This design comes from an exercise in tuning for a short achievable clock period and few clock cycles on the open sky130 flow, not from production work. Only simulation tests tie the RTL to the original design; equivalence was not proved. Power figures rest on the tool's default switching activity, not on a simulated workload.

<file path="design/flow/config.mk">
export PLATFORM = sky130hd
export DESIGN_NAME = main
export DESIGN_NICKNAME = main
export VERILOG_FILES = /design/flow/design.v
export SDC_FILE = /design/flow/constraint.sdc
export NUM_CORES = 4
export LEC_CHECK = 0
export ABC_CLOCK_PERIOD_IN_PS = 1800
export CAP_MARGIN = 20
export CORE_MARGIN = 2
export CORE_UTILIZATION = 40
export GPL_TIMING_DRIVEN = 1
export SETUP_SLACK_MARGIN = 3.6
export SLEW_MARGIN = 20
export TNS_END_PERCENT = 100
</file>
<file path="design/flow/constraint.sdc">
create_clock -name core_clock -period 5.5 [get_ports {clk}]
set_input_delay 1.1000 -clock core_clock [delete_from_list [all_inputs] [get_ports {clk}]]
set_output_delay 1.1000 -clock core_clock [all_outputs]
set_load 0.01 [all_outputs]
</file>
<file path="design/flow/run.sh">
#!/bin/bash
# synth_recipe.tcl (not shown) runs the flow's synth.tcl, then flattens the netlist and writes it again
# the make line also repeats each setting of config.mk as NAME=value (left out here)
make -C /OpenROAD-flow-scripts/flow DESIGN_CONFIG=/design/flow/config.mk WORK_HOME=/design/flow/orfs CLKGATE_MAP_FILE= SYNTH_SCRIPT=/design/flow/synth_recipe.tcl finish
</file>
<file path="design/flow/design.v">
module main(clk, rst, mem_rdata, mem_addr, mem_wdata, mem_we);
	input clk, rst;
	input [15:0] mem_rdata;       
	output [7:0] mem_addr;
	output [7:0] mem_wdata;
	output mem_we;
	reg k_fetch, k_ld, k_st, k_bip;
	reg [7:0] a_oth, a_m;
	reg a_selm;
	reg [7:0] wdata_q;
	reg we_q;
	reg [7:0] fpc_oth, fpc_m;
	reg fpc_selm;
	reg fpc_bip;                       
	reg [2:0] ld_rd;
	reg hitE_q, hitD_q;                
	reg [63:0] rf;
	reg fz, fc;
	reg [7:0] res_q;                   
	reg [2:0] res_wa;
	reg res_we;
	reg dv;
	reg [15:0] ir;
	reg [7:0] d_fa;
	reg d_pred;
	reg mE_n, mE_d, mE_m, mR_n, mR_d, mR_m;
	reg v;
	reg [7:0] e_fa;
	reg e_wr, e_setf, e_arith, e_sub, e_and, e_or, e_xor, e_shf, e_passb;
	reg e_ld, e_st, e_bc, e_pred;
	reg [1:0] e_cc;
	reg [2:0] e_rd;
	reg [7:0] e_alt;
	reg [5:0] e_off;
	reg [7:0] opA, opB, opS;
	reg [2:0] iA, iB, iS;
	reg uA, uB, uS;
	reg [2:0] ramt;
	reg [7:0] smask;
	wire [7:0] addr = a_selm ? a_m : a_oth;
	wire [7:0] fpc = fpc_selm ? fpc_m : fpc_oth;
	assign mem_addr = addr;
	assign mem_wdata = wdata_q;
	assign mem_we = we_q;
	wire adv = ~(k_ld | k_st);
	wire exec = v & adv;
	wire [7:0] A = opA;
	wire [7:0] B = opB;
	wire [7:0] S = opS;
	wire [8:0] sum;
	wire co;
	cla8 alu_add(.a(A), .b(B), .cin(e_sub), .s(sum[7:0]), .co(co));
	assign sum[8] = co;
	wire [7:0] mar;
	wire mar_co;
	cla8 adr_add(.a(A), .b({2'b00, e_off}), .cin(1'b0), .s(mar), .co(mar_co));
	wire [7:0] cz = {A[6:0] | B[6:0], e_sub};
	wire z_add = &(~((A ^ cz) ^ B));
	wire [7:0] rot1 = ramt[0] ? {A[6:0], A[7]} : A;
	wire [7:0] rot2 = ramt[1] ? {rot1[5:0], rot1[7:6]} : rot1;
	wire [7:0] rot4 = ramt[2] ? {rot2[3:0], rot2[7:4]} : rot2;
	wire [7:0] r_oth = ({8{e_and}} & (A & B)) | ({8{e_or}} & (A | B)) | ({8{e_xor}} & (A ^ B)) |
	                   ({8{e_shf}} & rot4 & smask) | ({8{e_passb}} & B);
	wire [7:0] result = e_arith ? sum[7:0] : r_oth;
	wire z_new = e_arith ? z_add : ~|r_oth;
	wire c_new = e_arith & (sum[8] ^ e_sub);
	reg taken_e;
	always @(*)
		case (e_cc)
			2'b00: taken_e = fz;
			2'b01: taken_e = ~fz;
			2'b10: taken_e = fc;
			default: taken_e = ~fc;
		endcase
	wire mispred = exec & e_bc & (taken_e ^ e_pred);
	wire e_mem = exec & (e_ld | e_st);
	wire [15:0] I = ir;
	wire d_alu0 = (I[15:14] == 2'b00);
	wire d_alu1 = (I[15:14] == 2'b01);
	wire d_mem  = (I[15:14] == 2'b10);
	wire d_br   = (I[15:14] == 2'b11);
	wire d_imm  = I[11];
	wire d_mov  = d_alu0 & (I[13:12] == 2'b11) & d_imm;
	wire d_sub  = d_alu0 & (I[13:12] == 2'b01 || I[13:12] == 2'b10);
	wire d_cmp  = d_alu0 & (I[13:12] == 2'b10);
	wire d_logic = d_alu1 & (I[13:11] <= 3'd2);
	wire d_shift = d_alu1 & (I[13:11] >= 3'd3);
	wire d_bl   = d_br & (I[13:12] == 2'b01);
	wire d_bc   = d_br & (I[13:12] == 2'b11);
	wire d_st   = d_mem & ~I[13];
	wire d_wr   = (d_alu0 & ~d_cmp) | d_alu1 | d_bl;
	wire [7:0] d_fa2 = {d_fa[7:1] + 7'd1, d_fa[0]};
	wire [7:0] d_target = {2'b00, I[5:0]};
	wire [7:0] ext = {3'b000, I[4:0]} << I[7:5];
	wire [7:0] rRn = mR_n ? res_q : rf[I[7:5]*8 +: 8];
	wire [7:0] rRd = mR_d ? res_q : rf[I[10:8]*8 +: 8];
	wire [7:0] rRm = mR_m ? res_q : rf[I[2:0]*8 +: 8];
	wire [7:0] vRn = (exec & mE_n) ? result : rRn;
	wire [7:0] vRd = (exec & mE_d) ? result : rRd;
	wire [7:0] vRm = (exec & mE_m) ? result : rRm;
	wire selA_rd = (d_alu0 & d_imm) | d_shift;
	wire selA_0  = d_mem & I[12];
	wire [2:0] d_iA = selA_rd ? I[10:8] : I[7:5];
	wire d_uA = (d_alu0 & ~d_mov) | d_alu1 | (d_mem & ~I[12]);
	wire d_uB = (d_alu0 & ~d_imm) | d_logic;
	wire d_uS = d_st;
	wire [7:0] d_opA = selA_0 ? 8'd0 : (selA_rd ? vRd : vRn);
	wire [7:0] d_opB0 = d_mem ? {2'b00, I[11], I[4:0]} :
	                    d_br  ? d_fa2 :
	                    (d_alu0 & d_imm) ? ext : vRm;
	wire [7:0] d_opB = d_sub ? ~d_opB0 : d_opB0;
	wire [7:0] d_opS = vRd;
	wire d_right = (I[13:11] == 3'b100) | (I[13:11] == 3'b110) | (I[13:11] == 3'b111);
	wire d_rotop = (I[13:11] == 3'b011) | (I[13:11] == 3'b100);
	wire [2:0] d_ramt = d_right ? (3'd0 - ext[2:0]) : ext[2:0];
	wire d_zero = d_rotop ? (ext[7:4] != 4'd0) : (ext[7:3] != 5'd0);
	wire d_full = d_rotop & ~ext[3] & (ext[7:4] == 4'd0);
	wire [7:0] d_mask = d_zero ? 8'h00 : d_full ? 8'hFF :
	                    d_right ? (8'hFF >> ext[2:0]) : (8'hFF << ext[2:0]);
	wire [15:0] M = mem_rdata;
	wire f_br = (M[15:14] == 2'b11);
	wire f_bi = f_br & (M[13:12] == 2'b10);
	wire f_bc = f_br & (M[13:12] == 2'b11);
	wire f_pbne = f_bc & (M[11:10] == 2'b01);
	wire f_jump = f_br & ~(M[13] & M[12] & ~f_pbne);    
	wire [7:0] fa2 = {addr[7:1] + 7'd1, addr[0]};
	wire [7:0] m_a = {M[7:6] & {2{k_bip}}, M[5:0]};
	wire own_selm = (k_fetch & f_jump) | k_bip;
	wire [7:0] own_oth = k_fetch ? fa2 : fpc;
	wire own_bip = k_fetch ? f_bi : (~k_bip & fpc_bip);
	wire next_e_st = adv ? (dv & (ir[15:13] == 3'b100)) : (v & e_st);
	wire hitE = v & hitE_q;
	wire hitD = dv & hitD_q;
	wire hit_any = k_st & (hitE | hitD);
	wire [7:0] ld_data = mem_rdata[7:0];
	integer i;
	always @(posedge clk) begin
		if (rst) begin
			k_fetch <= 1'b1; k_ld <= 1'b0; k_st <= 1'b0; k_bip <= 1'b0;
			a_oth <= 8'd0;
			a_selm <= 1'b0;
			we_q <= 1'b0;
			v <= 1'b0;
			dv <= 1'b0;
			fpc_bip <= 1'b0;
			res_we <= 1'b0;
			fz <= 1'b0; fc <= 1'b0;
			rf <= {8'd0, 8'd6, 8'd5, 8'd4, 8'd3, 8'd2, 8'd1, 8'd0};
		end else begin
			if (res_we) begin
				for (i = 0; i < 8; i = i + 1)
					if (res_wa == i) rf[i*8 +: 8] <= res_q;
			end
			res_we <= (exec & e_wr) | k_ld;
			res_wa <= k_ld ? ld_rd : e_rd;
			res_q <= k_ld ? ld_data : result;
			if (exec & e_setf) begin
				fz <= z_new;
				fc <= c_new;
			end
			we_q <= 1'b0;
			a_m <= m_a;
			if (adv) begin
				v <= dv & ~mispred;
				e_fa <= d_fa;
				e_wr <= d_wr;
				e_setf <= d_alu0 | d_alu1;
				e_arith <= (d_alu0 & ~d_mov) | d_mem;
				e_sub <= d_sub;
				e_and <= d_alu1 & (I[13:11] == 3'b000);
				e_or  <= d_alu1 & (I[13:11] == 3'b001);
				e_xor <= d_alu1 & (I[13:11] == 3'b010);
				e_shf <= d_shift;
				e_passb <= d_mov | d_bl;
				e_ld <= d_mem & I[13];
				e_st <= d_st;
				e_bc <= d_bc;
				e_pred <= d_pred;
				e_cc <= I[11:10];
				e_rd <= I[10:8];
				e_alt <= d_pred ? d_fa2 : d_target;
				e_off <= {I[11], I[4:0]};
				opA <= d_opA;
				opB <= d_opB;
				opS <= d_opS;
				iA <= d_iA; iB <= I[2:0]; iS <= I[10:8];
				uA <= d_uA; uB <= d_uB; uS <= d_uS;
				ramt <= d_ramt;
				smask <= d_mask;
				dv <= k_fetch & ~mispred;
				ir <= M;
				d_fa <= addr;
				d_pred <= f_pbne;
				mE_n <= d_wr & (I[10:8] == M[7:5]);
				mE_d <= d_wr & (I[10:8] == M[10:8]);
				mE_m <= d_wr & (I[10:8] == M[2:0]);
				mR_n <= exec & e_wr & (e_rd == M[7:5]);
				mR_d <= exec & e_wr & (e_rd == M[10:8]);
				mR_m <= exec & e_wr & (e_rd == M[2:0]);
				hitE_q <= (mar == d_fa) | (mar == d_fa + 8'd1);
				hitD_q <= (mar == addr) | (mar == addr + 8'd1);
				if (mispred) begin
					a_oth <= e_alt;
					a_selm <= 1'b0;
					k_fetch <= 1'b1; k_ld <= 1'b0; k_st <= 1'b0; k_bip <= 1'b0;
				end else if (e_mem) begin
					a_oth <= mar;
					a_selm <= 1'b0;
					we_q <= e_st;
					wdata_q <= S;
					ld_rd <= e_rd;
					fpc_oth <= own_oth;
					fpc_m <= m_a;
					fpc_selm <= own_selm;
					fpc_bip <= own_bip;
					k_fetch <= 1'b0; k_ld <= e_ld; k_st <= e_st; k_bip <= 1'b0;
				end else begin
					a_oth <= own_oth;
					a_selm <= own_selm;
					if (own_bip & next_e_st) begin
						fpc_oth <= own_oth;
						fpc_m <= m_a;
						fpc_selm <= own_selm;
						fpc_bip <= 1'b1;
						k_fetch <= 1'b0; k_ld <= 1'b0; k_st <= 1'b0; k_bip <= 1'b0;
					end else begin
						k_fetch <= ~own_bip; k_ld <= 1'b0; k_st <= 1'b0; k_bip <= own_bip;
					end
				end
			end else begin
				mR_n <= k_ld & (ld_rd == ir[7:5]);
				mR_d <= k_ld & (ld_rd == ir[10:8]);
				mR_m <= k_ld & (ld_rd == ir[2:0]);
				if (k_ld) begin
					if (uA & (iA == ld_rd)) opA <= ld_data;
					if (uB & (iB == ld_rd)) opB <= e_sub ? ~ld_data : ld_data;
					if (uS & (iS == ld_rd)) opS <= ld_data;
				end
				a_selm <= 1'b0;
				if (hit_any) begin
					v <= v & ~hitE;
					dv <= 1'b0;
					a_oth <= hitE ? e_fa : d_fa;
					k_fetch <= 1'b1; k_ld <= 1'b0; k_st <= 1'b0; k_bip <= 1'b0;
				end else begin
					a_oth <= fpc;
					if (fpc_bip & next_e_st) begin
						k_fetch <= 1'b0; k_ld <= 1'b0; k_st <= 1'b0; k_bip <= 1'b0;
					end else begin
						k_fetch <= ~fpc_bip; k_ld <= 1'b0; k_st <= 1'b0; k_bip <= fpc_bip;
					end
				end
			end
		end
	end
endmodule
module cla8(a, b, cin, s, co);
	input [7:0] a, b;
	input cin;
	output [7:0] s;
	output co;
	wire [7:0] g0 = a & b;
	wire [7:0] t0 = a | b;
	wire [7:0] g1, t1, g2, t2, g3, t3;
	genvar i;
	generate
		for (i = 0; i < 8; i = i + 1) begin : pre
			if (i >= 1) begin : l1
				assign g1[i] = g0[i] | (t0[i] & g0[i-1]);
				assign t1[i] = t0[i] & t0[i-1];
			end else begin : l1z
				assign g1[i] = g0[i];
				assign t1[i] = t0[i];
			end
			if (i >= 2) begin : l2
				assign g2[i] = g1[i] | (t1[i] & g1[i-2]);
				assign t2[i] = t1[i] & t1[i-2];
			end else begin : l2z
				assign g2[i] = g1[i];
				assign t2[i] = t1[i];
			end
			if (i >= 4) begin : l3
				assign g3[i] = g2[i] | (t2[i] & g2[i-4]);
				assign t3[i] = t2[i] & t2[i-4];
			end else begin : l3z
				assign g3[i] = g2[i];
				assign t3[i] = t2[i];
			end
		end
	endgenerate
	wire [8:0] c = {g3 | (t3 & {8{cin}}), cin};
	assign s = (a ^ c[7:0]) ^ b;
	assign co = c[8];
endmodule
</file>
==> results of run 1 <==
stage by stage:
| stage | hold slack [ns] | power (uW) | cell area, um^2 | utilization (%) |
|---|---|---|---|---|
| 2_1_floorplan | 0.400 | 3130 | 15300 | - |
| 3_3_place_gp | 0.412 | 3470 | 15800 | 43.2 |
| 3_5_place_dp | 0.416 | 3480 | 15800 | 43.2 |
| 4_1_cts | 0.431 | 5700 | 18600 | 51.0 |
| 5_1_grt | 0.447 | 6120 | 19500 | 53.4 |
| 6_report | 0.429 | 5910 | 19500 | 53.4 |
power by group:
group | total (uW) | leakage (uW) | internal [uW] | switching (uW)
clock | 1870 | 0.000433 | 1070 | 792
combinational | 1780 | 0.00447 | 854 | 928
sequential | 2270 | 0.00222 | 2090 | 179
synthesized netlist by cell type, types with 6 or more instances:
cell type / count
a31oi_1: 11
inv_1: 48
mux2i_1: 74
a21oi_1: 121
a211oi_1: 10
dfxtp_1: 83
xnor2_1: 68
clkbuf_1: 78
a22oi_1: 7
o21ai_1: 11
nand4_1: 9
nor4_1: 11
edfxtp_1: 158
o211ai_1: 17
nand2b_1: 12
nand3_1: 37
xor2_1: 42
mux2_2: 29
nor2_1: 107
o21ai_0: 62
ha_1: 29
nand2_1: 214
o22ai_1: 6
mux4_2: 58
and3_1: 10
nor2b_1: 14
and2_1: 9
buf_1: 11
o221ai_1: 7
nor3_1: 18
buf_2: 17
metal layers:
metal  part of all wire (%)  GRT usage (%)
met1                     39           33.4
met2                     47           42.9
met3                    7.8           3.85
met4                    6.5           13.7
met5                      0              0
worst register-to-register path, delay by kind of cell, from the launching register on:
| kind | cells | cell delay (ns) |
|---|---|---|
| buffers and inverters | 3 | 0.43 |
| multiplexers | 2 | 0.25 |
| flip-flops | 1 | 0.43 |
| adder cells (fa/ha/maj) | 1 | 0.17 |
| AND/OR/NAND/NOR | 1 | 0.15 |
| AO/OA/AOI/OAI | 4 | 0.99 |
| XOR/XNOR | 1 | 0.17 |
path summary, 6_finish.rpt:
check | end | cells past startpoint | slack [ns] | from
setup / recovery | opB[5] | 12 | 2.63 | opA[0]
hold / removal | wdata_q[3] | 0 | 0.43 | opS[3]
setup reg to reg | opB[5] | 12 | 2.63 | opA[0]
hold reg to reg | wdata_q[3] | 0 | 0.43 | opS[3]
timing repair:
item	4_1_cts	5_1_grt
cloned	4	2
pin swaps	75	57
resized for setup	265	131
endpoints found under the setup margin	302	139
buffers inserted	135	40
kinds of logic (layout without fill, tap and decap cells):
kind of cell               count (synthesis)  count (layout)
AOI/OAI and AO/OA                        302             302
xor gates and xnor gates                 113             113
adders and majority gates                 31              31
buffers and inverters                    157             330
DFF                                      241             241
muxes                                    162             162
and+or+nand+nor                          462             466
area by class of cell:
| class | count | area, um^2 | area share (%) |
|---|---|---|---|
| multi-input combinational | 1074 | 9120 | 46.9 |
| sequential | 241 | 6420 | 33.0 |
| timing repair buffer | 229 | 2210 | 11.4 |
| clock buffer | 33 | 751 | 3.86 |
| tap | 468 | 586 | 3.01 |
| inverter | 49 | 199 | 1.02 |
| clock inverter | 19 | 169 | 0.868 |
==> results.yml, run 1 <==
outcome:
  status: "complete, no violations"
synth:
  yosysWarnings: 1
  ys_seq_area_share_pct: 43.4
  synthMuxAreaShare_pct: 16.2
  avgSynthCellArea_um2: 10.0
  syn_nets: 1517
  synth.area.top_cells: "edfxtp_1 32%, dfxtp_1 11%, mux4_2 8.9%, nand2_1 5.4%, mux2i_1 5.0%"
  synth-simple-area-share_pct: 13.9
  synthArstFlopShare_pct: 0
  synthAdderAreaFrac_pct: 2.73
  synth_area_mm2: 0.0147
  synth-edff-count: 158
  synth.ff_latch_count: 241
  synth_xor_area_share_pct: 6.91
  yosysTopAreaCell: "edfxtp_1"
  synth_top_family_by_area: "multiplexers"
  yosysTopAreaCellShare_pct: 32.2
  ys_types: 77
  synth-compound-area-share_pct: 12.7
  ys.flop_type: "edfxtp_1"
  synth_cells: 1468
die:
  core_mm2: 0.0364
  start_util_pct: 40.5
  io_pins: 35
  die_w_um: 196
  dieArea_mm2: 0.0384
  die_y_um: 196
  placementRows: 70
sta:
  rsz0062_at_grt: "yes"
  finalCriticalPeriod_ns: 2.87
  layout_setup_ws_ns: 2.63
  setup_violations: 0
  fin_setup_tns_ns: 0
  hold_violations: 0
  fmax_mhz: 349
  slew_viol_final: 0
  skew_ns: 0.0169
  worstMarginPinSlew_ns: 1.09
  fin_crit_sh_pct: 52.2
  maxSlewHeadroom_pct: 27.1
worst_setup_path:
  crit_path_cell_trace: "inv_1, ha_2, nand2b_4, a2111o_1, buf_6, a31oi_2, xnor2_1, mux2i_2, buf_4, a311o_1, mux2i_1, a22oi_1"
  crit_arrival_ns: 3.16
  slowest_stage: "a2111o_1"
  path_class: "flop to flop"
  timing.critical_path.from_type: "flop"
  cpPeakStageDelay_ns: 0.49
  crit_family: "compound AO/OA/AOI/OAI gates"
  worst_ep_required_time_ns: 5.79
  endpoint_kind: "flop"
  cp_max_fo: 4
  crit_buf_inv: 3
drt:
  dr.pass1.iters: 7
  wirelength_um: 51400
  dr.first_iter.drc_count: 1139
  via_count: 12725
  ant_nets: 0
  drt-wirelength-per-cell_um: 24.3
  post_drt_via_cell_ratio: 6.02
  drcViolationCount: 0
place:
  dpl.hpwl_um: 32000
  numPortBuffers: 34
  place.gp.congestion: 0.929
  dp.cells: 1880
  post-place-ws_ns: 2.30
clock_network:
  cts_tree: "yes"
  clk_latency_ns: 0.56
  cts_hold_buf: 0
  cts_buffers: 28
  htreeDepth: 1
  cts_buffer_depth: 3
  clock_sinks: 241
  clock-root-buffer: "clkbuf_16"
  path_clk_slew_ns: 0.06
power_and_ir_drop:
  power.density_mw_per_mm2: 304
  p_leak_uw: 0.00713
  worst_ir_drop_vdd_mv: 0.284
finish:
  largest_register_ffs: 64
  area_growth_pct: 32.0
  nFillCells: 3096
  fin_nets: 1672
  biggestRegsByFlops: "rf x64, ir x16"
  top_register: "rf"
  layoutNonFillerInstCount: 2113
  final_common_cell: "nand2_1"
  drive_above_1_share_pct: 35.4
  diodes: 0
  final_cell_mix: "203 x nand2_1, 158 x edfxtp_1, 120 x buf_4, 90 x nor2_1, 88 x a21oi_1"
grt:
  antenna_found_initial: 0
  grt_max_degree: 61
  grt_pass1_vias: 12223
  grt_usage_pct: 26.1
  grt_pass1_wl_um: 75700
  grt_remaining_overflow: 0
min_path:
  hold_class: "flop to flop"
job:
  max_cap_viol_count: 0
Testbench counts, summed over its fixed seeds: cycles 92,371.
==> inputs of run 2 (changes only) <==
--- a/design/flow/design.v
+++ b/design/flow/design.v
@@ -13,7 +13,8 @@
 	reg fpc_selm;
 	reg fpc_bip;                       
 	reg [2:0] ld_rd;
-	reg hitE_q, hitD_q;                
+	reg smc_q;                         
+	reg [7:0] smc_a;                   
 	reg [63:0] rf;
 	reg fz, fc;
 	reg [7:0] res_q;                   
@@ -43,7 +44,7 @@
 	assign mem_wdata = wdata_q;
 	assign mem_we = we_q;
 	wire adv = ~(k_ld | k_st);
-	wire exec = v & adv;
+	wire exec = v & adv & ~smc_q;
 	wire [7:0] A = opA;
 	wire [7:0] B = opB;
 	wire [7:0] S = opS;
@@ -123,15 +124,24 @@
 	wire f_bc = f_br & (M[13:12] == 2'b11);
 	wire f_pbne = f_bc & (M[11:10] == 2'b01);
 	wire f_jump = f_br & ~(M[13] & M[12] & ~f_pbne);    
-	wire [7:0] fa2 = {addr[7:1] + 7'd1, addr[0]};
+	function [7:0] inc8;
+		input [7:0] x;
+		integer k;
+		begin
+			for (k = 0; k < 8; k = k + 1)
+				inc8[k] = x[k] ^ ((x & ((8'd1 << k) - 8'd1)) == ((8'd1 << k) - 8'd1));
+		end
+	endfunction
+	wire [7:0] a_oth2 = {inc8({1'b0, a_oth[7:1]}), a_oth[0]};
+	wire [7:0] a_m2 = {inc8({1'b0, a_m[7:1]}), a_m[0]};
+	wire [7:0] fa2 = a_selm ? a_m2 : a_oth2;
 	wire [7:0] m_a = {M[7:6] & {2{k_bip}}, M[5:0]};
 	wire own_selm = (k_fetch & f_jump) | k_bip;
 	wire [7:0] own_oth = k_fetch ? fa2 : fpc;
 	wire own_bip = k_fetch ? f_bi : (~k_bip & fpc_bip);
 	wire next_e_st = adv ? (dv & (ir[15:13] == 3'b100)) : (v & e_st);
-	wire hitE = v & hitE_q;
-	wire hitD = dv & hitD_q;
-	wire hit_any = k_st & (hitE | hitD);
+	wire hitE = v & ((a_oth == e_fa) | (a_oth == inc8(e_fa)));
+	wire hitD = dv & ((a_oth == d_fa) | (a_oth == inc8(d_fa)));
 	wire [7:0] ld_data = mem_rdata[7:0];
 	integer i;
 	always @(posedge clk) begin
@@ -139,6 +149,7 @@
 			k_fetch <= 1'b1; k_ld <= 1'b0; k_st <= 1'b0; k_bip <= 1'b0;
 			a_oth <= 8'd0;
 			a_selm <= 1'b0;
+			smc_q <= 1'b0;
 			we_q <= 1'b0;
 			v <= 1'b0;
 			dv <= 1'b0;
@@ -146,6 +157,9 @@
 			res_we <= 1'b0;
 			fz <= 1'b0; fc <= 1'b0;
 			rf <= {8'd0, 8'd6, 8'd5, 8'd4, 8'd3, 8'd2, 8'd1, 8'd0};
+			opA <= 8'd0; opB <= 8'd0; opS <= 8'd0;
+			e_arith <= 1'b0; e_sub <= 1'b0; e_and <= 1'b0; e_or <= 1'b0; e_xor <= 1'b0; e_shf <= 1'b0; e_passb <= 1'b0;
+			ramt <= 3'd0; smask <= 8'd0;
 		end else begin
 			if (res_we) begin
 				for (i = 0; i < 8; i = i + 1)
@@ -161,6 +175,7 @@
 			we_q <= 1'b0;
 			a_m <= m_a;
 			if (adv) begin
+				smc_q <= 1'b0;
 				v <= dv & ~mispred;
 				e_fa <= d_fa;
 				e_wr <= d_wr;
@@ -197,9 +212,17 @@
 				mR_n <= exec & e_wr & (e_rd == M[7:5]);
 				mR_d <= exec & e_wr & (e_rd == M[10:8]);
 				mR_m <= exec & e_wr & (e_rd == M[2:0]);
-				hitE_q <= (mar == d_fa) | (mar == d_fa + 8'd1);
-				hitD_q <= (mar == addr) | (mar == addr + 8'd1);
-				if (mispred) begin
+				fpc_oth <= own_oth;
+				fpc_m <= m_a;
+				fpc_selm <= own_selm;
+				fpc_bip <= own_bip;
+				if (smc_q) begin
+					v <= 1'b0;
+					dv <= 1'b0;
+					a_oth <= smc_a;
+					a_selm <= 1'b0;
+					k_fetch <= 1'b1; k_ld <= 1'b0; k_st <= 1'b0; k_bip <= 1'b0;
+				end else if (mispred) begin
 					a_oth <= e_alt;
 					a_selm <= 1'b0;
 					k_fetch <= 1'b1; k_ld <= 1'b0; k_st <= 1'b0; k_bip <= 1'b0;
@@ -209,19 +232,11 @@
 					we_q <= e_st;
 					wdata_q <= S;
 					ld_rd <= e_rd;
-					fpc_oth <= own_oth;
-					fpc_m <= m_a;
-					fpc_selm <= own_selm;
-					fpc_bip <= own_bip;
 					k_fetch <= 1'b0; k_ld <= e_ld; k_st <= e_st; k_bip <= 1'b0;
 				end else begin
 					a_oth <= own_oth;
 					a_selm <= own_selm;
 					if (own_bip & next_e_st) begin
-						fpc_oth <= own_oth;
-						fpc_m <= m_a;
-						fpc_selm <= own_selm;
-						fpc_bip <= 1'b1;
 						k_fetch <= 1'b0; k_ld <= 1'b0; k_st <= 1'b0; k_bip <= 1'b0;
 					end else begin
 						k_fetch <= ~own_bip; k_ld <= 1'b0; k_st <= 1'b0; k_bip <= own_bip;
@@ -237,18 +252,13 @@
 					if (uS & (iS == ld_rd)) opS <= ld_data;
 				end
 				a_selm <= 1'b0;
-				if (hit_any) begin
-					v <= v & ~hitE;
-					dv <= 1'b0;
-					a_oth <= hitE ? e_fa : d_fa;
-					k_fetch <= 1'b1; k_ld <= 1'b0; k_st <= 1'b0; k_bip <= 1'b0;
+				smc_q <= k_st & (hitE | hitD);
+				smc_a <= v ? e_fa : d_fa;       
+				a_oth <= fpc;
+				if (fpc_bip & next_e_st) begin
+					k_fetch <= 1'b0; k_ld <= 1'b0; k_st <= 1'b0; k_bip <= 1'b0;
 				end else begin
-					a_oth <= fpc;
-					if (fpc_bip & next_e_st) begin
-						k_fetch <= 1'b0; k_ld <= 1'b0; k_st <= 1'b0; k_bip <= 1'b0;
-					end else begin
-						k_fetch <= ~fpc_bip; k_ld <= 1'b0; k_st <= 1'b0; k_bip <= fpc_bip;
-					end
+					k_fetch <= ~fpc_bip; k_ld <= 1'b0; k_st <= 1'b0; k_bip <= fpc_bip;
 				end
 			end
 		end
==> run 2 against run 1 <==
  * Critical path type unchanged
  * Largest cell class unchanged
  * Clock skew is 0.012 ns higher
  * Worst setup slack better by 0.15 ns
  * Sequential power is 2% lower
  * Critical path depth shrank 1
  * Highest routed layer unchanged
  * Count of clock-buffer cells in the layout rose by 3
  * Fmax grew 5.5%
  * Total power fell by 9.8%
  * Wire length rose by 0.71%
  * Combinational power shrank 27%
  * Sequential share of layout area is 1.2 points lower
==> results.yml, run 2 <==
clock_network:
  clock_sinks: 242
  path_clk_slew_ns: 0.06
  clock-root-buffer: "clkbuf_16"
  cts_buffers: 28
  htreeDepth: 1
  clk_latency_ns: 0.56
  cts_tree: "yes"
  cts_buffer_depth: 3
synth:
  synth_area_mm2: 0.0148
  yosysWarnings: 1
  synth_common_cells: "222 x nand2_1, 126 x dfxtp_1, 116 x edfxtp_1"
  synthArstFlopShare_pct: 0
  synth-edff-count: 116
  yosysTopAreaCellShare_pct: 23.5
  yosys.cell_count.top_type: "nand2_1"
  avgSynthCellArea_um2: 9.82
  synth_cells: 1508
  synth.area.top_cells: "edfxtp_1 24%, dfxtp_1 17%, mux4_2 8.2%, mux2i_1 5.7%, nand2_1 5.6%"
  syn_nets: 1566
  ys.flop_type: "dfxtp_1"
  synth.ff_latch_count: 242
  ys_seq_area_share_pct: 40.5
  yosysTopAreaCell: "edfxtp_1"
  ys_types: 73
power_and_ir_drop:
  pwr-share-seq_pct: 41.7
  sw_frac_of_total_pct: 31.4
  intPower_uw: 3660
  comb_power_share_pct: 24.4
  p_leak_uw: 0.00714
  worst_ir_drop_vdd_mv: 0.254
  clkPwrFrac_pct: 33.9
  p_sw_uw: 1670
  power.density_mw_per_mm2: 279
job:
  max_cap_viol_count: 0
min_path:
  worst_hold_path.num_cells: 0
  min_from: "opS[7]"
  worst_hold_path.endpoint: "wdata_q[7]"
  hold_class: "flop to flop"
place:
  placed_cell_area_mm2: 0.0156
  place.gp.congestion: 0.932
  dp.cells: 1913
  post-place-ws_ns: 2.00
  dpl.hpwl_um: 32400
  numPortBuffers: 34
sta:
  maxSlewHeadroom_pct: 31.1
  skew_ns: 0.0292
  fmax_mhz: 368
  slew_viol_final: 0
  finalCriticalPeriod_ns: 2.72
  rsz0062_at_grt: "yes"
  hold_violations: 0
  layout_setup_ws_ns: 2.78
  fin_setup_tns_ns: 0
  fin_crit_sh_pct: 49.4
  setup_violations: 0
  worstMarginPinSlew_ns: 1.03
finish:
  fin_util_pct: 52.4
  drive_above_1_share_pct: 34.1
  top_register: "rf"
  biggestRegsByFlops: "rf x64, ir x10"
  largest_register_ffs: 64
  ff_latch_area_mm2: 0.00608
  final_cell_mix: "216 x nand2_1, 122 x buf_4, 116 x edfxtp_1, 95 x dfxtp_1, 91 x a21oi_1"
  nFillCells: 3074
  multi_input_area_mm2: 0.00935
  final_area_mm2: 0.0192
  layoutNonFillerInstCount: 2131
  fin_nets: 1698
  area_growth_pct: 29.3
  final_common_cell: "nand2_1"
grt:
  grt_remaining_overflow: 0
  grt_max_degree: 83
  antenna_found_initial: 1
  grt_pass1_wl_um: 76100
  grt_pass1_vias: 12390
  grt_usage_pct: 25.8
worst_setup_path:
  endpoint_kind: "flop"
  slowest_stage: "edfxtp_1"
  crit_path_cell_trace: "ha_2, inv_2, fa_2, inv_2, maj3_2, maj3_2, maj3_2, maj3_2, xnor2_2, o21ai_1, o2bb2ai_1"
  timing.critical_path.from_type: "flop"
  cp_max_fo: 2
  rr_worst_depth: 11
  crit_arrival_ns: 3.11
  worst_ep_required_time_ns: 5.89
  reg2reg_from: "iB[0]"
  path_class: "flop to flop"
  cpPeakStageDelay_ns: 0.41
  r2r_slack_ns: 2.78
  regToRegEndpoint: "a_oth[6]"
  cpMostUsedCell: "maj3_2"
die:
  core_mm2: 0.0365
  die_y_um: 196
  dieArea_mm2: 0.0386
  io_pins: 35
  start_util_pct: 40.6
  placementRows: 70
  die_w_um: 196
drt:
  wirelength_um: 51700
  post_drt_via_cell_ratio: 6.10
  dr.first_iter.drc_count: 1325
  ant_nets: 0
  dr.pass1.iters: 7
  drt-wirelength-per-cell_um: 24.3
  drcViolationCount: 0
  via_count: 12993
outcome:
  status: "complete, no violations"
[run 2: changes by cell type in the layout (fill, tap and decap cells not counted), sizes merged, moves of 15 or more]
cell | before | now
dfxtp | 83 | 126
nor2 | 108 | 89
xor2 | 42 | 62
edfxtp | 158 | 116
a21oi | 121 | 106
a211oi | 10 | 28
buf | 212 | 197
[run 2: per-stage QoR]
step	power [uW]	hold WS, ns
6_report	5340	0.436
5_1_grt	5500	0.438
4_1_cts	5200	0.438
3_5_place_dp	3180	0.422
3_3_place_gp	3170	0.418
2_1_floorplan	2880	0.401
[run 2: worst max-delay path by stage]
stage / cells after the start / slack, ns / start / end
final: 11 / 2.78 / iB[0] / a_oth[6]
after global placement: 11 / 2.14 / k_ld / opA[4]
after detailed placement: 6 / 2.00 / rst / wdata_q[7]
after global routing: 11 / 2.68 / iB[0] / a_oth[6]
after CTS: 11 / 2.81 / iB[0] / a_oth[6]
after floorplan: 7 / 2.39 / rst / opA[7]
[run 2: layout make-up]
| cell class | instances | share of cell area [%] |
|---|---|---|
| well taps | 468 | 3.06 |
| repair buffers | 214 | 10.8 |
| multi-input cells | 1111 | 48.8 |
| flip-flops and latches | 242 | 31.8 |
| repair inverters | 1 | 0.0392 |
| diodes | 1 | 0.0131 |
| clock inverters | 16 | 0.647 |
| clock buffers | 36 | 3.93 |
| inverters | 42 | 0.928 |
[run 2: power groups by stage]
stage	Clock, uW	Combinational [uW]	Sequential, uW
after floorplan	0	737	2140
after global placement	0	878	2290
after detailed placement	0	886	2290
after CTS	1820	1150	2230
after global routing	1880	1370	2240
final	1810	1300	2230
[run 2: what timing repair did]
action	in CTS	in global routing
endpoints found under the setup margin	192	166
buffers inserted	110	46
gates resized for setup	326	100
pin swaps	70	68
hold buffers	0	0
cloned	7	2
[run 2: kinds of logic after synthesis]
logic type,synth area share [%]
buffers and inverters,4.17
AND/OR/NAND/NOR,13.6
multiplexers,17.8
AO/OA/AOI/OAI,12.8
XOR/XNOR,7.04
adder cells (fa/ha/maj),4.05
flip-flops,40.5
[run 2: critical path: cells and delay by family (launching register included)]
kind | cells | cell delay [ns]
buf+inv | 2 | 0.09
fa+ha+maj | 6 | 1.67
xor+xnor | 1 | 0.18
flops | 1 | 0.41
compound gates | 2 | 0.21
[run 2: per-layer routing]
layer  up-vias  track usage (%)  routed length (um)
met5         -                0                   0
met4         0             11.2                2390
met3       149             3.92                4130
met2       683             41.7               24200
met1      6410             34.6               21000
li1       5751                -                   -
Testbench counts of run 2, summed over its fixed seeds: cycles 92,371.
==> inputs of run 3 (changes only) <==
--- a/design/flow/design.v
+++ b/design/flow/design.v
@@ -52,9 +52,7 @@
 	wire co;
 	cla8 alu_add(.a(A), .b(B), .cin(e_sub), .s(sum[7:0]), .co(co));
 	assign sum[8] = co;
-	wire [7:0] mar;
-	wire mar_co;
-	cla8 adr_add(.a(A), .b({2'b00, e_off}), .cin(1'b0), .s(mar), .co(mar_co));
+	wire [7:0] mar = sum[7:0];
 	wire [7:0] cz = {A[6:0] | B[6:0], e_sub};
 	wire z_add = &(~((A ^ cz) ^ B));
 	wire [7:0] rot1 = ramt[0] ? {A[6:0], A[7]} : A;
==> run 3 against run 2 <==
  * Still clean
  * Largest cell class unchanged
  * Sequential cell count down 2
  * Utilization up 1.1 points
  * Combinational power up 8%
==> results.yml, run 3 <==
outcome:
  status: "complete, no violations"
finish:
  final_common_cell: "nand2_1"
  area_growth_pct: 31.7
  largest_register_ffs: 64
  top_register: "rf"
  diodes: 0
  biggestRegsByFlops: "rf x64, ir x10"
  final_area_mm2: 0.0196
  final_cell_mix: "208 x nand2_1, 129 x buf_4, 114 x edfxtp_1, 96 x dfxtp_1, 93 x a21oi_1"
  fin_nets: 1717
  drive_above_1_share_pct: 35.3
drt:
  dr_wl_met3_um: 4460
  drt-met1-wl_um: 22000
  ant_nets: 0
  dr.pass1.iters: 7
  post_drt_via_cell_ratio: 6.14
  via_count: 13203
  wl_met2_um: 24400
  drt-wirelength-per-cell_um: 24.9
  wirelength_um: 53400
  highest_layer: "met4"
  drcViolationCount: 0
  dr.first_iter.drc_count: 1410
worst_setup_path:
  worst_ep_required_time_ns: 4.40
  cpMostUsedCell: "buf_12"
  cp_max_fo: 6
  crit_path_cell_trace: "buf_12, buf_12, mux2_4, buf_6"
  timing.critical_path.from_type: "flop"
  crit_start: "a_selm"
  slowest_stage: "dfxtp_4"
  cpPeakStageDelay_ns: 0.35
  path_class: "flop to primary output"
  crit_arrival_ns: 1.60
  r2r_slack_ns: 2.86
  regToRegEndpoint: "d_fa[0]"
  reg2reg_from: "a_selm"
  endpoint_kind: "primary output"
  rr_worst_depth: 17
power_and_ir_drop:
  comb_power_share_pct: 25.2
  worst_ir_drop_vdd_mv: 0.243
  clkPwrFrac_pct: 35.2
  intPower_uw: 3850
  sw_frac_of_total_pct: 30.9
  p_sw_uw: 1720
  power.density_mw_per_mm2: 284
  p_leak_uw: 0.00726
  pwr-share-seq_pct: 39.6
place:
  place.gp.congestion: 0.948
  placed_cell_area_mm2: 0.0158
  post-place-ws_ns: 2.13
  dpl.hpwl_um: 32800
  numPortBuffers: 34
synth:
  synth_area_mm2: 0.0149
  syn_nets: 1578
  ys_seq_area_share_pct: 40.0
  synthArstFlopShare_pct: 0
  synth_cells: 1522
  yosys.cell_count.top_type: "nand2_1"
  ys_types: 80
  synth-edff-count: 114
  yosysTopAreaCell: "edfxtp_1"
  synth.area.top_cells: "edfxtp_1 23%, dfxtp_1 17%, mux4_2 8.0%, nand2_1 5.5%, mux2i_1 5.5%"
  synth_common_cells: "217 x nand2_1, 126 x dfxtp_1, 121 x a21oi_1"
  ys.flop_type: "dfxtp_1"
  yosysTopAreaCellShare_pct: 23.0
  synth.ff_latch_count: 240
  yosysWarnings: 1
  avgSynthCellArea_um2: 9.77
sta:
  fin_crit_sh_pct: 49.1
  finalCriticalPeriod_ns: 2.70
  rsz0062_at_grt: "yes"
  worstMarginPinSlew_ns: 0.962
  hold_violations: 0
  maxSlewHeadroom_pct: 35.7
  fmax_mhz: 370
  fin_setup_tns_ns: 0
  skew_ns: 0.0234
  layout_setup_ws_ns: 2.80
  setup_violations: 0
  slew_viol_final: 0
die:
  dieArea_mm2: 0.0387
  io_pins: 35
  start_util_pct: 40.6
  die_w_um: 197
  placementRows: 70
  die_y_um: 197
  core_mm2: 0.0366
grt:
  antenna_found_initial: 0
  grt_pass1_wl_um: 79700
  grt_max_degree: 84
  grt_pass1_vias: 12659
  grt_usage_pct: 27.1
  grt_remaining_overflow: 0
clock_network:
  clk_latency_ns: 0.58
  cts_buffer_depth: 3
  clock_sinks: 240
  htreeDepth: 1
  cts_tree: "yes"
  cts_hold_buf: 0
  path_clk_slew_ns: 0.06
  cts_buffers: 26
  clock-root-buffer: "clkbuf_16"
min_path:
  min_from: "opS[3]"
  worst_hold_path.endpoint: "wdata_q[3]"
  hold_class: "flop to flop"
  worst_hold_path.num_cells: 0
job:
  max_cap_viol_count: 0
[run 3: critical path: cells and delay by family (launching register included)]
| kind | cells | cell delay, ns |
|---|---|---|
| buf+inv | 3 | 0.38 |
| mux | 1 | 0.31 |
| flops | 1 | 0.35 |
[run 3: cells by family after synthesis]
| logic type | synth area share [%] |
|---|---|
| AOI/OAI and AO/OA | 14.7 |
| buffers and inverters | 4.64 |
| muxes | 17.7 |
| and+or+nand+nor | 13.8 |
| adders and majority gates | 3.25 |
| DFF | 40.0 |
| xor gates and xnor gates | 6.01 |
[run 3: power by group through the flow]
stage / clock [uW] / sequential, uW / combinational (uW)
after floorplan: 0 / 2120 / 781
after global placement: 0 / 2260 / 927
after detailed placement: 0 / 2270 / 936
after CTS: 1960 / 2200 / 1270
after global routing: 2040 / 2220 / 1490
final: 1960 / 2210 / 1400
[run 3: per-layer routing]
| layer | global-route usage (%) | vias up |
|---|---|---|
| li1 | - | 5852 |
| met1 | 36.9 | 6498 |
| met2 | 43.2 | 679 |
| met3 | 4.43 | 174 |
| met4 | 10.8 | 0 |
| met5 | 0 | - |
[run 3: timing repair]
action	CTS	global route
setup endpoints to repair	181	106
pin swaps	77	68
buffers inserted	130	34
gates resized for setup	325	94
gates cloned	11	1
[run 3: how the worst max path moves through the flow]
stage	end	slack [ns]
after floorplan	opB[5]	2.78
after global placement	a_oth[5]	2.17
after detailed placement	a_oth[5]	2.13
after CTS	mem_addr[6]	2.89
after global routing	mem_addr[4]	2.78
final	mem_addr[6]	2.80
[run 3: area by class of cell]
class	count	area [um^2]
fill	3162	17000
multi-input combinational	1114	9540
sequential	240	6030
timing repair buffer	224	2200
clock buffer	33	761
tap	468	586
inverter	50	234
clock inverter	15	191
timing repair inverter	5	40.0
[run 3: metrics by stage]
| stage | utilization (%) | cells | power [uW] | hold WS, ns |
|---|---|---|---|---|
| final | 53.5 | 2149 | 5570 | 0.441 |
| after global routing | 53.5 | 2149 | 5750 | 0.457 |
| after CTS | 51.6 | 2114 | 5430 | 0.440 |
| after detailed placement | 43.2 | 1925 | 3200 | 0.425 |
| after global placement | 43.2 | 1925 | 3190 | 0.415 |
| after floorplan | - | 1522 | 2900 | 0.404 |
Testbench counts of run 3, summed over its fixed seeds: cycles 92,371.
==> inputs of run 4 (changes only) <==
--- a/design/flow/design.v
+++ b/design/flow/design.v
@@ -38,7 +38,8 @@
 	reg uA, uB, uS;
 	reg [2:0] ramt;
 	reg [7:0] smask;
-	wire [7:0] addr = a_selm ? a_m : a_oth;
+	reg [7:0] am_o, ao_o;
+	wire [7:0] addr = am_o | ao_o;
 	wire [7:0] fpc = fpc_selm ? fpc_m : fpc_oth;
 	assign mem_addr = addr;
 	assign mem_wdata = wdata_q;
@@ -141,12 +142,22 @@
 	wire hitE = v & ((a_oth == e_fa) | (a_oth == inc8(e_fa)));
 	wire hitD = dv & ((a_oth == d_fa) | (a_oth == inc8(d_fa)));
 	wire [7:0] ld_data = mem_rdata[7:0];
+	wire [7:0] n_oth = rst ? 8'd0 :
+	                   ~adv ? fpc :
+	                   smc_q ? smc_a :
+	                   mispred ? e_alt :
+	                   e_mem ? mar : own_oth;
+	wire n_selm = ~rst & adv & ~smc_q & ~mispred & ~e_mem & own_selm;
+	always @(posedge clk) begin
+		a_oth <= n_oth;
+		a_selm <= n_selm;
+		ao_o <= n_selm ? 8'd0 : n_oth;
+		am_o <= n_selm ? m_a : 8'd0;
+	end
 	integer i;
 	always @(posedge clk) begin
 		if (rst) begin
 			k_fetch <= 1'b1; k_ld <= 1'b0; k_st <= 1'b0; k_bip <= 1'b0;
-			a_oth <= 8'd0;
-			a_selm <= 1'b0;
 			smc_q <= 1'b0;
 			we_q <= 1'b0;
 			v <= 1'b0;
@@ -217,23 +228,15 @@
 				if (smc_q) begin
 					v <= 1'b0;
 					dv <= 1'b0;
-					a_oth <= smc_a;
-					a_selm <= 1'b0;
 					k_fetch <= 1'b1; k_ld <= 1'b0; k_st <= 1'b0; k_bip <= 1'b0;
 				end else if (mispred) begin
-					a_oth <= e_alt;
-					a_selm <= 1'b0;
 					k_fetch <= 1'b1; k_ld <= 1'b0; k_st <= 1'b0; k_bip <= 1'b0;
 				end else if (e_mem) begin
-					a_oth <= mar;
-					a_selm <= 1'b0;
 					we_q <= e_st;
 					wdata_q <= S;
 					ld_rd <= e_rd;
 					k_fetch <= 1'b0; k_ld <= e_ld; k_st <= e_st; k_bip <= 1'b0;
 				end else begin
-					a_oth <= own_oth;
-					a_selm <= own_selm;
 					if (own_bip & next_e_st) begin
 						k_fetch <= 1'b0; k_ld <= 1'b0; k_st <= 1'b0; k_bip <= 1'b0;
 					end else begin
@@ -249,10 +252,8 @@
 					if (uB & (iB == ld_rd)) opB <= e_sub ? ~ld_data : ld_data;
 					if (uS & (iS == ld_rd)) opS <= ld_data;
 				end
-				a_selm <= 1'b0;
 				smc_q <= k_st & (hitE | hitD);
 				smc_a <= v ? e_fa : d_fa;       
-				a_oth <= fpc;
 				if (fpc_bip & next_e_st) begin
 					k_fetch <= 1'b0; k_ld <= 1'b0; k_st <= 1'b0; k_bip <= 1'b0;
 				end else begin
==> run 4 against run 3 <==
  * Fmax up 6.4%
  * Worst setup slack better by 0.16 ns
  * Synthesized area up 1.4%
  * Still clean on timing, DRC and antenna
  * Combinational power down 5%
  * Largest power group unchanged
  * Cell area about the same
  * Sequential cell count up 16
  * Count of clock-buffer cells in the layout up 3
==> results.yml, run 4 <==
outcome:
  status: "complete, no violations"
synth:
  synth_common_cells: "234 x nand2_1, 142 x dfxtp_1, 114 x edfxtp_1"
  synth_area_mm2: 0.0151
  ys_seq_area_share_pct: 41.6
  synthArstFlopShare_pct: 0
  yosysTopAreaCellShare_pct: 22.7
  yosysWarnings: 1
  yosysTopAreaCell: "edfxtp_1"
  ys.flop_type: "dfxtp_1"
  synth_cells: 1561
  syn_nets: 1617
  avgSynthCellArea_um2: 9.66
  yosys.cell_count.top_type: "nand2_1"
  ys_types: 74
  synth.ff_latch_count: 256
  synth-edff-count: 114
  synth.area.top_cells: "edfxtp_1 23%, dfxtp_1 19%, mux4_2 8.1%, nand2_1 5.8%, mux2i_1 4.8%"
worst_setup_path:
  rr_worst_depth: 11
  worst_ep_required_time_ns: 5.97
  path_depth: 11
  slowest_stage: "dfxtp_4"
  reg2reg_from: "opA[4]"
  crit_end: "opA[5]"
  path_class: "flop to flop"
  timing.critical_path.from_type: "flop"
  crit_buf_inv: 3
  endpoint_kind: "flop"
  crit_family: "compound AO/OA/AOI/OAI gates"
  r2r_slack_ns: 2.96
  crit_arrival_ns: 3.01
  cpPeakStageDelay_ns: 0.42
  regToRegEndpoint: "opA[5]"
  crit_path_cell_trace: "inv_4, ha_4, buf_6, or3_4, a211oi_4, o311a_1, a211oi_4, buf_6, mux2_4, a22oi_2, o21ai_1"
  cp_max_fo: 4
  crit_start: "opA[4]"
die:
  dieArea_mm2: 0.0393
  die_y_um: 198
  start_util_pct: 40.3
  placementRows: 71
  core_mm2: 0.0374
  io_pins: 35
  die_w_um: 198
clock_network:
  cts_tree: "yes"
  cts_hold_buf: 0
  htreeDepth: 1
  cts_buffer_depth: 3
  clock_sinks: 256
  path_clk_slew_ns: 0.07
  cts_buffers: 29
  clk_latency_ns: 0.59
  clock-root-buffer: "clkbuf_16"
finish:
  largest_register_ffs: 64
  ff_latch_area_mm2: 0.00636
  multi_input_area_mm2: 0.00950
  fin_nets: 1737
  area_growth_pct: 29.9
  diodes: 0
  drive_above_1_share_pct: 33.6
  biggestRegsByFlops: "rf x64, ir x10"
  top_register: "rf"
  final_cell_mix: "227 x nand2_1, 115 x buf_4, 114 x edfxtp_1, 110 x dfxtp_1, 95 x a21oi_1"
  final_area_mm2: 0.0196
  nFillCells: 3279
  final_common_cell: "nand2_1"
sta:
  rsz0062_at_grt: "yes"
  setup_violations: 0
  skew_ns: 0.0219
  hold_ws_ns: 0.427
  slew_viol_final: 0
  finalCriticalPeriod_ns: 2.54
  maxSlewHeadroom_pct: 38.0
  fin_crit_sh_pct: 46.2
  hold_violations: 0
  fin_setup_tns_ns: 0
  worstMarginPinSlew_ns: 0.930
  fmax_mhz: 394
grt:
  grt_pass1_vias: 12660
  grt_remaining_overflow: 0
  grt_usage_pct: 26.5
  antenna_found_initial: 0
  grt_pass1_wl_um: 78500
  grt_max_degree: 65
job:
  max_cap_viol_count: 0
drt:
  dr.first_iter.drc_count: 1476
  drcViolationCount: 0
  dr.pass1.iters: 7
  post_drt_via_cell_ratio: 5.95
  drt-wirelength-per-cell_um: 23.8
  via_count: 13175
  ant_nets: 0
  wirelength_um: 52700
power_and_ir_drop:
  worst_ir_drop_vdd_mv: 0.323
  p_leak_uw: 0.00713
  power.density_mw_per_mm2: 298
place:
  placed_cell_area_mm2: 0.0161
  place.gp.congestion: 0.947
  numPortBuffers: 34
  dpl.hpwl_um: 33900
min_path:
  hold_class: "flop to flop"
[run 4: changes by cell type after synthesis, sizes merged, moves of 9 or more]
cell and delta:
or2 +11, o21ai +15, mux2 -9, nand2 +17, dfxtp +16, clkbuf -12, mux2i -9, a21o -9
a21oi -9
[run 4: layer usage]
layer	wire length [um]	track usage (%)	up-vias
met5	0	0	-
met4	2400	10.5	0
met3	4360	4.72	154
met2	24500	43.2	657
met1	21400	35.1	6438
li1	-	-	5926
[run 4: cell type report]
| type | count | area share (%) |
|---|---|---|
| repair buffers | 197 | 9.23 |
| clock inverters | 18 | 1.44 |
| inverters | 41 | 0.964 |
| multi-input cells | 1154 | 48.5 |
| well taps | 511 | 3.26 |
| clock buffers | 36 | 4.04 |
| flip-flops and latches | 256 | 32.5 |
| repair inverters | 2 | 0.0830 |
[run 4: worst min-delay path by stage]
stage,start,to,slack [ns],depth (start not counted)
2_1_floorplan,opS[0],wdata_q[0],0.41,0
5_1_grt,opS[7],wdata_q[7],0.44,0
6_report,opS[7],wdata_q[7],0.43,0
4_1_cts,opS[7],wdata_q[7],0.43,0
3_5_place_dp,opS[7],wdata_q[7],0.42,0
3_3_place_gp,opS[0],wdata_q[0],0.41,0
[run 4: report_power, final]
part | leakage, uW | total (uW) | switching (uW) | internal (uW)
logic | 0.00431 | 1330 | 716 | 610
clock network | 0.000522 | 2190 | 841 | 1350
registers | 0.00229 | 2330 | 184 | 2140
[run 4: what timing repair did]
item,CTS,global route
setup buffers,91,48
pin swaps,69,86
cloned,4,0
resized for setup,297,126
setup endpoints to repair,206,113
[run 4: logic make-up after synthesis]
family	Yosys count	share of synthesized area (%)
AND/OR/NAND/NOR	519	16.0
AO/OA/AOI/OAI	336	13.8
flip-flops	256	41.6
multiplexers	159	15.6
buffers and inverters	151	3.98
XOR/XNOR	102	5.93
adder cells (fa/ha/maj)	38	3.20
[run 4: metrics by stage]
| stage | std cells | setup WS, ns | utilization [%] | total power [uW] |
|---|---|---|---|---|
| 2_1_floorplan | 1561 | 2.47 | - | 2990 |
| 3_3_place_gp | 2018 | 1.95 | 43.1 | 3290 |
| 3_5_place_dp | 2018 | 1.91 | 43.1 | 3300 |
| 4_1_cts | 2167 | 2.95 | 49.9 | 5680 |
| 5_1_grt | 2215 | 2.89 | 52.4 | 6030 |
| 6_report | 2215 | 2.96 | 52.4 | 5840 |
Testbench counts of run 4, summed over its fixed seeds: cycles 92,371.
==> inputs of run 5 (changes only) <==
--- a/design/flow/design.v
+++ b/design/flow/design.v
@@ -104,12 +104,20 @@
 	wire d_uA = (d_alu0 & ~d_mov) | d_alu1 | (d_mem & ~I[12]);
 	wire d_uB = (d_alu0 & ~d_imm) | d_logic;
 	wire d_uS = d_st;
-	wire [7:0] d_opA = selA_0 ? 8'd0 : (selA_rd ? vRd : vRn);
-	wire [7:0] d_opB0 = d_mem ? {2'b00, I[11], I[4:0]} :
-	                    d_br  ? d_fa2 :
-	                    (d_alu0 & d_imm) ? ext : vRm;
-	wire [7:0] d_opB = d_sub ? ~d_opB0 : d_opB0;
-	wire [7:0] d_opS = vRd;
+	wire bpA = exec & (selA_rd ? mE_d : mE_n) & ~selA_0;
+	wire bpB = exec & mE_m & ~d_mem & ~d_br & ~(d_alu0 & d_imm);
+	wire bpS = exec & mE_d;
+	wire [7:0] rA = selA_rd ? rRd : rRn;
+	wire [7:0] oB0 = d_mem ? {2'b00, I[11], I[4:0]} :
+	                 d_br  ? d_fa2 :
+	                 (d_alu0 & d_imm) ? ext : rRm;
+	wire [7:0] oB = d_sub ? ~oB0 : oB0;
+	wire [7:0] d_opA = ({8{bpA & e_arith}} & sum[7:0]) | ({8{bpA & ~e_arith}} & r_oth) |
+	                   ({8{~bpA & ~selA_0}} & rA);
+	wire [7:0] d_opB = ({8{bpB & e_arith & ~d_sub}} & sum[7:0]) | ({8{bpB & e_arith & d_sub}} & ~sum[7:0]) |
+	                   ({8{bpB & ~e_arith & ~d_sub}} & r_oth) | ({8{bpB & ~e_arith & d_sub}} & ~r_oth) |
+	                   ({8{~bpB}} & oB);
+	wire [7:0] d_opS = ({8{bpS & e_arith}} & sum[7:0]) | ({8{bpS & ~e_arith}} & r_oth) | ({8{~bpS}} & rRd);
 	wire d_right = (I[13:11] == 3'b100) | (I[13:11] == 3'b110) | (I[13:11] == 3'b111);
 	wire d_rotop = (I[13:11] == 3'b011) | (I[13:11] == 3'b100);
 	wire [2:0] d_ramt = d_right ? (3'd0 - ext[2:0]) : ext[2:0];
--- a/design/flow/config.mk
+++ b/design/flow/config.mk
@@ -8,8 +8,9 @@
 export ABC_CLOCK_PERIOD_IN_PS = 1800
 export CAP_MARGIN = 20
 export CORE_MARGIN = 2
-export CORE_UTILIZATION = 40
+export CORE_UTILIZATION = 25
 export GPL_TIMING_DRIVEN = 1
+export PLACE_DENSITY = 0.5
 export SETUP_SLACK_MARGIN = 3.6
 export SLEW_MARGIN = 20
 export TNS_END_PERCENT = 100
==> run 5 against run 4 <==
  * Still clean
  * Final cell count grew 20%
  * Combinational power grew 5%
  * First-iteration DRC count grew 3.9%
  * Critical path type is now flop to primary output
  * Largest cell class unchanged
  * Largest power group unchanged
  * Highest routed layer is now met5
==> results.yml, run 5 <==
drt:
  drcViolationCount: 0
  dr.pass1.iters: 6
  wirelength_um: 61200
  ant_nets: 0
  post_drt_via_cell_ratio: 5.27
  drt-wirelength-per-cell_um: 23.0
  via_count: 14042
  dr.first_iter.drc_count: 1533
grt:
  antenna_found_initial: 4
  grt_max_degree: 84
  grt_usage_pct: 18.2
  grt_pass1_vias: 13420
  grt_pass1_wl_um: 88400
  grt_remaining_overflow: 0
die:
  placementRows: 91
  io_pins: 35
  dieArea_mm2: 0.0644
  start_util_pct: 25.3
  die_y_um: 254
  die_w_um: 254
  core_mm2: 0.0617
synth:
  synth.ff_latch_count: 256
  ys.flop_type: "dfxtp_1"
  yosysTopAreaCellShare_pct: 21.9
  synth_common_cells: "219 x nand2_1, 142 x dfxtp_1, 114 x edfxtp_1"
  ys_types: 96
  avgSynthCellArea_um2: 9.79
  yosys.cell_count.top_type: "nand2_1"
  synth_area_mm2: 0.0156
  ys_seq_area_share_pct: 40.2
  synth.area.top_cells: "edfxtp_1 22%, dfxtp_1 18%, mux4_2 7.1%, mux2i_1 5.5%, nand2_1 5.3%"
  syn_nets: 1650
  synth-edff-count: 114
  synth_cells: 1594
  synthArstFlopShare_pct: 0
  yosysWarnings: 1
  yosysTopAreaCell: "edfxtp_1"
outcome:
  status: "complete, no violations"
sta:
  worstMarginPinSlew_ns: 1.03
  finalCriticalPeriod_ns: 2.40
  rsz0062_at_grt: "yes"
  maxSlewHeadroom_pct: 31.1
  slew_viol_final: 0
  skew_ns: 0.0186
  hold_violations: 0
  fmax_mhz: 417
  fin_setup_tns_ns: 0
  fin_crit_sh_pct: 43.6
  setup_violations: 0
clock_network:
  cts_buffer_depth: 3
  htreeDepth: 1
  cts_tree: "yes"
  clock_sinks: 256
  clk_latency_ns: 0.58
  clock-root-buffer: "clkbuf_16"
  path_clk_slew_ns: 0.07
  cts_buffers: 29
place:
  dp.cells: 2370
  dpl.hpwl_um: 37900
  place.gp.congestion: 0.926
  numPortBuffers: 34
worst_setup_path:
  worst_ep_required_time_ns: 4.40
  endpoint_kind: "primary output"
  crit_arrival_ns: 1.30
  timing.critical_path.from_type: "flop"
  cpPeakStageDelay_ns: 0.51
  crit_buf_inv: 1
  slowest_stage: "edfxtp_1"
  crit_path_cell_trace: "buf_2"
  path_class: "flop to primary output"
  cp_max_fo: 1
  crit_family: "flip-flops"
power_and_ir_drop:
  worst_ir_drop_vdd_mv: 0.216
  power.density_mw_per_mm2: 261
  p_leak_uw: 0.00800
finish:
  drive_above_1_share_pct: 41.1
  fin_nets: 1860
  biggestRegsByFlops: "rf x64, ir x10"
  area_growth_pct: 40.7
  top_register: "rf"
  final_cell_mix: "204 x nand2_1, 158 x buf_4, 114 x edfxtp_1, 112 x dfxtp_1, 87 x nor2_1"
  diodes: 0
  largest_register_ffs: 64
  layoutNonFillerInstCount: 2663
  final_common_cell: "nand2_1"
min_path:
  hold_class: "flop to flop"
job:
  max_cap_viol_count: 0
run 5: cell count changes in the layout (fill, tap and decap cells not counted), sizes merged, moves of 12 or more:
cell    previous run  this run
a21o               2        14
nand2            234       219
and3              23        11
clkbuf            37        55
buf              182       266
o21ai             94        75
mux2i             72        86
run 5: final cells by class:
type                    instances  area (um^2)
repair inverters                5         46.3
inverters                      48          243
multi-input cells            1179        10500
fillers                      6169        39800
well taps                     837         1050
clock buffers                  43          903
repair buffers                285         2770
clock inverters                10         91.3
flip-flops and latches        256         6350
run 5: path summary, 6_finish.rpt:
| path | depth (start not counted) | end | slack [ns] | from |
|---|---|---|---|---|
| worst min-delay path | 0 | wdata_q[7] | 0.43 | opS[7] |
| worst min register to register | 0 | wdata_q[7] | 0.43 | opS[7] |
| worst max-delay path | 1 | mem_wdata[6] | 3.10 | wdata_q[6] |
| worst max register to register | 10 | opB[3] | 3.18 | fpc_m[0] |
run 5: repair_timing:
action,CTS,global route
setup buffers,141,84
gates resized for setup,421,218
endpoints found under the hold margin,0,0
gates cloned,11,4
hold buffers,0,0
endpoints found under the setup margin,215,149
pin swaps,113,107
run 5: where the power goes:
part | internal [uW] | switching, uW
clock | 1180 | 851
combinational | 650 | 736
sequential | 2130 | 174
total | 3970 | 1760
run 5: worst register-to-register path: cells and delay by family (launching register included):
kind                   cells  cell delay, ns
AO/OA/AOI/OAI              2            0.42
buffers and inverters      5            0.69
AND/OR/NAND/NOR            2            0.30
flip-flops                 1            0.46
multiplexers               1            0.32
run 5: cells by family after synthesis:
logic type      share of synthesized area, %
simple gates                            15.7
compound gates                          14.8
flops                                   40.2
mux                                     15.8
buf+inv                                 4.65
xor+xnor                                5.73
fa+ha+maj                               3.10
run 5: routing by layer:
layer | share of wire, % | vias up | global-route usage [%]
li1 | - | 6270 | -
met2 | 46 | 589 | 29.5
met5 | 0.062 | - | 0
met1 | 42 | 7003 | 24.5
met3 | 7.9 | 174 | 2.89
met4 | 4.3 | 6 | 6.72
run 5: stage by stage:
stage	utilization (%)	worst slack [ns]	area (um^2)	total power [uW]	hold slack [ns]
floorplan	-	3.31	15900	2910	0.403
global placement	27.2	1.94	16800	3220	0.414
detailed placement	27.2	1.92	16800	3230	0.413
CTS	32.8	3.09	20300	5530	0.429
global route	35.6	3.09	21900	5920	0.441
finish	35.6	3.10	21900	5730	0.428
Testbench counts of run 5, summed over its fixed seeds: cycles 92,371.
==> inputs of run 6 (changes only) <==
--- a/design/flow/config.mk
+++ b/design/flow/config.mk
@@ -8,9 +8,8 @@
 export ABC_CLOCK_PERIOD_IN_PS = 1800
 export CAP_MARGIN = 20
 export CORE_MARGIN = 2
-export CORE_UTILIZATION = 25
+export CORE_UTILIZATION = 40
 export GPL_TIMING_DRIVEN = 1
-export PLACE_DENSITY = 0.5
 export SETUP_SLACK_MARGIN = 3.6
 export SLEW_MARGIN = 20
 export TNS_END_PERCENT = 100
==> run 6 against run 5 <==
  * Still clean
  * Sequential power hardly changed
  * Synthesized cell count stayed put
  * Synthesized area stayed put
  * Cell area is 5.3% lower
  * Total power is 2.6% lower
  * Global-route usage is 9.3 points higher
  * Via count is 0.34% higher
  * Combinational power is 5% lower
  * Critical endpoint is now mem_addr[6]
==> results.yml, run 6 <==
clock_network:
  clk_latency_ns: 0.59
  cts_hold_buf: 0
  cts_tree: "yes"
  htreeDepth: 1
  clock-root-buffer: "clkbuf_16"
  clock_sinks: 256
  path_clk_slew_ns: 0.06
  cts_buffer_depth: 3
  cts_buffers: 29
drt:
  ant_nets: 0
  dr.first_iter.drc_count: 1730
  wirelength_um: 59000
  drt-wirelength-per-cell_um: 25.7
  post_drt_via_cell_ratio: 6.15
  drcViolationCount: 0
  via_count: 14090
  dr.pass1.iters: 5
sta:
  slew_viol_final: 0
  fmax_mhz: 422
  hold_violations: 0
  skew_ns: 0.0137
  finalCriticalPeriod_ns: 2.37
  setup_violations: 0
  fin_crit_sh_pct: 43.1
  maxSlewHeadroom_pct: 36.5
  fin_setup_tns_ns: 0
  rsz0062_at_grt: "yes"
  worstMarginPinSlew_ns: 0.952
  layout_setup_ws_ns: 3.13
die:
  io_pins: 35
  start_util_pct: 40.5
  core_mm2: 0.0386
  die_w_um: 201
  placementRows: 72
  dieArea_mm2: 0.0406
  die_y_um: 201
finish:
  drive_above_1_share_pct: 38.2
  diodes: 0
  area_growth_pct: 33.2
  final_area_mm2: 0.0208
  fin_util_pct: 53.9
  largest_register_ffs: 64
  final_common_cell: "nand2_1"
  final_cell_mix: "208 x nand2_1, 124 x buf_4, 114 x edfxtp_1, 109 x dfxtp_1, 87 x nor2_1"
  biggestRegsByFlops: "rf x64, ir x10"
  top_register: "rf"
  fin_nets: 1807
outcome:
  status: "complete, no violations"
synth:
  synth.ff_latch_count: 256
  avgSynthCellArea_um2: 9.79
  ys_seq_area_share_pct: 40.2
  yosysTopAreaCell: "edfxtp_1"
  ys.flop_type: "dfxtp_1"
  syn_nets: 1650
  synth_common_cells: "219 x nand2_1, 142 x dfxtp_1, 114 x edfxtp_1"
  synthArstFlopShare_pct: 0
  synth_area_mm2: 0.0156
  yosysWarnings: 1
  synth.area.top_cells: "edfxtp_1 22%, dfxtp_1 18%, mux4_2 7.1%, mux2i_1 5.5%, nand2_1 5.3%"
  yosys.cell_count.top_type: "nand2_1"
  synth-edff-count: 114
  synth_cells: 1594
  yosysTopAreaCellShare_pct: 21.9
  ys_types: 96
power_and_ir_drop:
  p_leak_uw: 0.00763
  worst_ir_drop_vdd_mv: 0.231
  power.density_mw_per_mm2: 268
  total_power_uw: 5580
worst_setup_path:
  crit_path_cell_trace: "or2_4, buf_6"
  crit_family: "flip-flops"
  reg2reg_from: "ir[7]"
  crit_start: "ao_o[6]"
  regToRegEndpoint: "opB[6]"
  rr_worst_depth: 6
  crit_buf_inv: 1
  cp_max_fo: 2
  cpPeakStageDelay_ns: 0.30
  crit_arrival_ns: 1.27
  crit_end: "mem_addr[6]"
  r2r_slack_ns: 3.13
  path_class: "flop to primary output"
  slowest_stage: "dfxtp_1"
  timing.critical_path.from_type: "flop"
  worst_ep_required_time_ns: 4.40
  endpoint_kind: "primary output"
  path_depth: 2
grt:
  grt_pass1_vias: 13589
  grt_usage_pct: 27.5
  antenna_found_initial: 0
  grt_pass1_wl_um: 85300
  grt_max_degree: 82
  grt_remaining_overflow: 0
job:
  max_cap_viol_count: 0
place:
  place.gp.congestion: 0.989
  post-place-ws_ns: 2.02
  numPortBuffers: 34
  placed_cell_area_mm2: 0.0164
  dpl.hpwl_um: 36300
min_path:
  min_from: "opS[2]"
  hold_class: "flop to flop"
[run 6: what timing repair did]
| item | 4_1_cts | 5_1_grt |
|---|---|---|
| setup buffers | 123 | 54 |
| gates resized for setup | 417 | 170 |
| endpoints found under the setup margin | 219 | 156 |
| pin swaps | 86 | 85 |
| gates cloned | 8 | 5 |
[run 6: worst min-delay path by stage]
stage / to / slack [ns] / cells after the start
2_1_floorplan: wdata_q[1] / 0.40 / 0
3_5_place_dp: wdata_q[5] / 0.43 / 0
6_report: wdata_q[2] / 0.44 / 0
5_1_grt: wdata_q[2] / 0.46 / 0
4_1_cts: wdata_q[5] / 0.45 / 0
3_3_place_gp: wdata_q[5] / 0.42 / 0
[run 6: cell type report]
type | count | area [um^2]
Clock buffer | 42 | 836
Sequential cell | 256 | 6350
Timing Repair inverter | 5 | 43.8
Clock inverter | 12 | 103
Fill cell | 3384 | 17800
Multi-Input combinational cell | 1179 | 10300
Timing Repair Buffer | 232 | 2240
Tap cell | 518 | 648
Inverter | 48 | 246
[run 6: through the flow]
step / std cells / hold slack [ns]
6_report: 2292 / 0.443
5_1_grt: 2292 / 0.460
4_1_cts: 2233 / 0.446
3_5_place_dp: 2048 / 0.429
3_3_place_gp: 2048 / 0.420
2_1_floorplan: 1594 / 0.403
[run 6: kinds of logic (layout without fill, tap and decap cells)]
logic type / after synthesis / in the layout / synth area share [%]
multiplexers: 172 / 172 / 15.8
buffers and inverters: 161 / 339 / 4.65
adder cells (fa/ha/maj): 38 / 38 / 3.10
AND/OR/NAND/NOR: 517 / 519 / 15.7
AO/OA/AOI/OAI: 348 / 348 / 14.8
flip-flops: 256 / 256 / 40.2
XOR/XNOR: 102 / 102 / 5.73
[run 6: power by group]
part | internal (uW) | switching (uW) | leakage [uW]
Combinational | 602 | 717 | 0.00486
Sequential | 2130 | 182 | 0.00229
Clock | 1110 | 839 | 0.000469
Total | 3840 | 1740 | 0.00763
[run 6: layer usage]
| metal | global-route usage [%] | share of wire (%) |
|---|---|---|
| met1 | 35.6 | 40 |
| met2 | 44.8 | 46 |
| met3 | 4.66 | 8.2 |
| met5 | 0 | 0 |
| met4 | 13.2 | 6.4 |
[run 6: worst register-to-register path: cells and delay by family, from the launching register on]
kind	cells	cell delay, ns
and+or+nand+nor	1	0.26
AOI/OAI and AO/OA	3	0.84
buffers and inverters	1	0.22
DFF	1	0.53
muxes	1	0.36

-- separate check: timing with driven ports --
The results above use ideal ports. As a check the final layouts listed here were re-extracted and re-timed, cells and wires unchanged. Step 1: set_driving_cell puts a clkbuf_16 on clk and a buf_2 on each other input, an assumption about the parent block. Step 2 times the ports against the registers' clock, not the clock port: input delays grow and output delays shrink by t, the midpoint of the rising clock arrivals with the driver on. a / b / c = ideal / step 1 / step 2; a / b = the first two.
run	t (ns)	setup WS [ns]
run 1	0.608	2.631 / 2.631 / 2.631
run 2	0.606	2.781 / 2.781 / 2.781
run 3	0.617	2.800 / 2.748 / 2.780
run 4	0.632	2.962 / 2.962 / 2.776
run 5	0.633	3.105 / 3.043 / 2.770
run 6	0.635	3.129 / 3.077 / 2.669
After both steps every run listed still meets setup and hold.
